What follows belongs to an exercise in optimizing a design on an open flow for small area; a production flow would make more cautious choices. Only simulation tests tie the RTL to the original design; equivalence was not proved. Power is estimated from default activity; no workload was simulated.

## alpha
==> flow/design.v <==
module Final(CLK,rst,keyRows,keyCols,display8,bitchoose);
input CLK;
input rst;
input[3:0] keyRows;
output[3:0] keyCols;
output[7:0] display8;
output[3:0] bitchoose;
reg [7:0] c1;
wire [7:0] q1 = c1 ^ 8'haa;
wire en1 = (~q1[0] & q1[1] & q1[2] & q1[3] & ~q1[4] & q1[6] & q1[7]);
always @(posedge CLK)
	if (rst) c1 <= 8'd106 ^ 8'haa;
	else c1 <= {q1[6:0], q1[7] ^ q1[0] ^ (q1[1] & q1[3])} ^ 8'haa;
reg [6:0] c2;
wire [6:0] q2 = c2 ^ 7'h2a;
wire en2 = (~q2[0] & ~q2[2] & q2[3] & ~q2[4] & ~q2[6]);
always @(posedge CLK)
	if (rst) c2 <= 7'd71 ^ 7'h2a;
	else c2 <= {q2[5:0], q2[6] ^ (q2[0] & q2[3])} ^ 7'h2a;
reg [1:0] ks;
wire B = |keyRows;
always @(posedge CLK)
	if (rst) ks <= 2'b00;
	else if (en1 && !B) ks <= {ks[0], ~ks[1]};
wire c3 = ~ks[1] & ~ks[0], cc2 = ~ks[1] & ks[0], cc1 = ks[1] & ks[0], c0 = ks[1] & ~ks[0];
assign keyCols = {c3, cc2, cc1, c0};
reg p, A;
always @(posedge CLK)
	if (rst) begin p <= 1'b0; A <= 1'b0; end
	else if (en1) begin p <= B; A <= B & p; end
wire r3 = keyRows == 4'b1000, r2 = keyRows == 4'b0100, r1 = keyRows == 4'b0010, r0 = keyRows == 4'b0001;
wire kS  = A & r0 & cc2;
wire kSR = A & r0 & ks[0];
wire kT  = A & r0 & c0;
wire kD  = A & ((r3 | r2 | r1) & ~c0 | r0 & c3);
wire kN  = ~(kD | kSR | kT);
wire [3:0] dig = {r1 & ~c3, r2 | r1 & c3, r3 & ~c3 | r2 & cc1 | r1 & c3, r3 & ~cc2 | r2 & cc2 | r1 & ~cc2};
wire ge5 = r2 & ~c3 | r1;
wire [3:1] mu = {r2 & c3 | r1 & cc1, r3 & cc2 | r3 & cc1 | r1 & c3 | r1 & cc2, r3 & c3 | r3 & cc1 | r2 & cc1 | r1 & cc2};
reg x, y, z;
reg [8:0] M;       
reg [3:0] a;       
reg [1:0] Lh;      
reg [3:0] Ll;      
wire isS0 = x & ~y, isS4 = x & y, isS1 = ~x & y, isS2 = ~x & ~y & ~z, isS3 = ~x & ~y & z;
wire j = z;
wire [5:0] aa = {M[8:7], a};
wire [5:0] astep = {aa[4:0], ~(aa[5] ^ aa[0])};
wire aend = (aa[0] & aa[1] & aa[2] & aa[5]);
wire mnz = |M[6:0];
wire uz = M[3:0] == 4'd0;
wire [3:0] du = uz ? 4'd9 : M[3:0] - 4'd1;
wire [2:0] dt = uz ? M[6:4] - 3'd1 : M[6:4];
wire err = |Ll[3:1];
wire dload = kD & (isS0 | isS1 & j & ~err);      
wire eload = kD & isS1 & j & err;                
wire lclr  = kSR & (isS0 | (isS1 | isS4) & j) | kS & isS2;
wire tstart = kT & (isS0 | (isS1 | isS4) & j);   
wire down  = kN & isS3;
wire idle  = kN & x;
wire restart = lclr | eload | down & ~mnz | isS4 & ~kN & ~(j & kT);
wire step  = (down | idle) & mnz;
wire dec   = step & aend;
always @(posedge CLK)
	if (rst) begin
		x <= 1'b0; y <= 1'b0; z <= 1'b0;
	end else if (en1) begin
		x <= x ? ~(kN & ~mnz | tstart | isS0 & kD) : eload | lclr | down & ~mnz;
		y <= isS0 ? kD : isS1 ? ~(tstart | lclr) : isS4 ? ~(kN & ~mnz | tstart | lclr) : 1'b0;
		z <= isS3 | tstart | (isS1 | isS4) & (kN & ~(x & ~mnz) | ~kN & j & ~kD) | isS4 & j & kD;
	end
always @(posedge CLK)
	if (en1) begin
		if (restart) begin M <= {2'd2, 7'h10}; a <= 4'd6; end
		else if (dload) M[6:0] <= {1'b0, isS1 & Ll[0], ge5, mu, 1'b0};
		else if (tstart) begin
			if (isS4) M <= {2'b00, 7'h40};
			else if (isS0) M <= 9'd0;
			else M[8:7] <= 2'b00;
			a <= 4'd0;
		end else if (dec) begin M <= {2'b00, dt, du}; a <= 4'd0; end
		else if (step) begin M[8:7] <= astep[5:4]; a <= astep[3:0]; end
	end
always @(posedge CLK)
	if (en1) begin
		if (dload) begin Lh <= {1'b0, isS1 & Ll[0]}; Ll <= dig; end
		else if (eload) begin Lh <= 2'd2; Ll <= 4'd0; end
		else if (lclr) begin Lh <= 2'd0; Ll <= 4'd0; end
	end
reg [1:0] ds;
always @(posedge CLK)
	if (rst) ds <= 2'b00;
	else if (en2) ds <= {ds[0], ~ds[1]};
assign bitchoose = {ds[1]&~ds[0], ds[1]&ds[0], ~ds[1]&ds[0], ~ds[1]&~ds[0]};
wire [3:0] dsel = ds[1] ? (ds[0] ? {1'b0, M[6:4]} : M[3:0]) : (ds[0] ? Ll : {2'b0, Lh});
wire [3:0] c = isS0 ? 4'd0 : (isS4 & ds[1]) ? {1'b0, ds[0], 2'b0} : dsel;
wire [6:0] s;
assign s[0] = ~c[1] & ~c[3] & (c[2] ^ c[0]);
assign s[1] = c[2] & (c[1] ^ c[0]);
assign s[2] = ~c[2] & c[1] & ~c[0];
assign s[3] = (~c[2] & ~c[1] & c[0]) | (c[2] & ~c[1] & ~c[0]) | (c[2] & c[1] & c[0]);
assign s[4] = c[0] | (c[2] & ~c[1]);
assign s[5] = (~c[2] & ~c[3] & (c[1] | c[0])) | (c[2] & c[1] & c[0]);
assign s[6] = (~c[3] & ~c[2] & ~c[1]) | (c[2] & c[1] & c[0]);
assign display8 = {1'b1, s | {7{isS2}}};
endmodule
Settings: LEC_CHECK=0, ABC_AREA=1, CAP_MARGIN=20, CORE_MARGIN=2, CORE_UTILIZATION=70, CTS_CLUSTER_SIZE=10, SLEW_MARGIN=20; clock period 10.0 ns.
standard.sh (not shown) runs the stock make flow with config.mk's settings and CLKGATE_MAP_FILE= SYNTH_SCRIPT=/design/flow/synth_recipe.tcl, a recipe that flattens the netlist after the stock synthesis.
==> flow/flow/run.sh <==
#!/bin/bash
# Own layout flow: the standard synthesis; then its combinational logic re-mapped by ABC with
# several area scripts, keeping the smallest netlist (flip-flops stay as the standard synthesis
# made them); then the standard layout steps, with buf_1 cells as the port buffers.
set -euo pipefail
W=$(pwd)
LIB=$FLOW_HOME/platforms/sky130hd/lib/sky130_fd_sc_hd__tt_025C_1v80.lib
R=$W/orfs/results/$FLOW_PLATFORM/Final/base
YOSYS=${YOSYS_EXE:-$FLOW_HOME/../tools/install/yosys/bin/yosys}
[ -x "$YOSYS" ] || YOSYS=yosys

bash standard.sh synth > synth_standard.log 2>&1
python3 flow/mkcells.py "$LIB" cells.v > mkcells.log 2>&1
cp "$R/1_2_yosys.v" 1_2_yosys.standard.v
best=""; bestarea=""
for s in flow/s*.abc; do
  n=$(basename "$s" .abc)
  LIB="$LIB" CELLS=cells.v NETIN=1_2_yosys.standard.v NETOUT=resynth_$n.v TOP="$FLOW_TOP" \
    ABCSCRIPT="$s" "$YOSYS" -c flow/resynth.tcl > resynth_$n.log 2>&1 || continue
  area=$(grep 'Chip area' resynth_$n.log | tail -1 | sed 's/.*: //')
  echo "$n $area" >> resynth_areas.log
  if [ -z "$best" ] || awk "BEGIN{exit !($area < $bestarea)}"; then best=$n; bestarea=$area; fi
done
echo "chosen $best $bestarea" >> resynth_areas.log
cp resynth_$best.v "$R/1_2_yosys.v"
rm -f "$R/1_synth.odb" "$R/1_synth.sdc"
bash standard.sh "BUFFER_PORTS_ARGS=-buffer_cell sky130_fd_sc_hd__buf_1" finish > layout.log 2>&1
Other scripts of this flow, unchanged in this note and not shown: flow/flow/mkcells.py, flow/flow/resynth.tcl, flow/flow/s1.abc, flow/flow/s2.abc, flow/flow/s3.abc, flow/flow/s4.abc, flow/flow/s5.abc, flow/flow/s6.abc, flow/flow/s7.abc
Modified inputs, beta compared to alpha
# alpha
export LEC_CHECK = 0
export ABC_AREA = 1
export CAP_MARGIN = 20
export CORE_MARGIN = 2
export CORE_UTILIZATION = 70
export CTS_CLUSTER_SIZE = 10
export SLEW_MARGIN = 20
create_clock -name core_clock -period 10.0 [get_ports {CLK}]
# beta
export LEC_CHECK = 0
export ABC_AREA = 1
export CAP_MARGIN = 20
export CORE_AREA = 2.3 2.72 57.04 57.12
export DIE_AREA = 0 0 59.415 59.415
export SLEW_MARGIN = 20
create_clock -name core_clock -period 10.0 [get_ports {CLK}]
==> flow/flow/s6_2.abc (new file) <==
strash
&get -n
&deepsyn -T 20 -S 2
&put
dch -f
amap
mfs2
strash
dch -f
amap
topo
==> flow/flow/s6_3.abc (new file) <==
strash
&get -n
&deepsyn -T 20 -S 3
&put
dch -f
amap
mfs2
strash
dch -f
amap
topo
==> flow/flow/s6_4.abc (new file) <==
strash
&get -n
&deepsyn -T 20 -S 4
&put
dch -f
amap
mfs2
strash
dch -f
amap
topo
--- outcome ---
- alpha → beta: total leakage power decreased by about 5% relative to the old numbers; worst setup slack increased by 0.16 ns relative to the old numbers.
- Compared with alpha, beta is the less power-hungry design.

==> re-timing with driven ports <==
How much do the figures lean on ideal ports? The routed layouts below were timed once more, with nothing changed but the port constraints.
Step 1 assumes that a clkbuf_16 drives the clock port and a buf_2 every other input.
Step 2, shift: input delay + t, output delay - t, t = (earliest + latest rising clock arrival at the registers) / 2. This alone moves slack from input paths to output paths.
Slacks: ideal ports / drivers / drivers and shift; pairs: ideal ports / drivers.
run	shift t [ns]	setup slack, ns	worst setup path at the end	clock arrival spread, ns	cell pins on the clock port's net
alpha	0.371	4.928 / 4.930 / 4.558	input to register	0.007 / 0.007	1
beta	0.364	5.086 / 5.088 / 4.723	input to register	0.009 / 0.009	1
After both steps setup and hold are still met in every run listed. For alpha, which loses most, drivers alone change the setup slack by +0.002 ns; drivers and shift together by -0.370 ns.
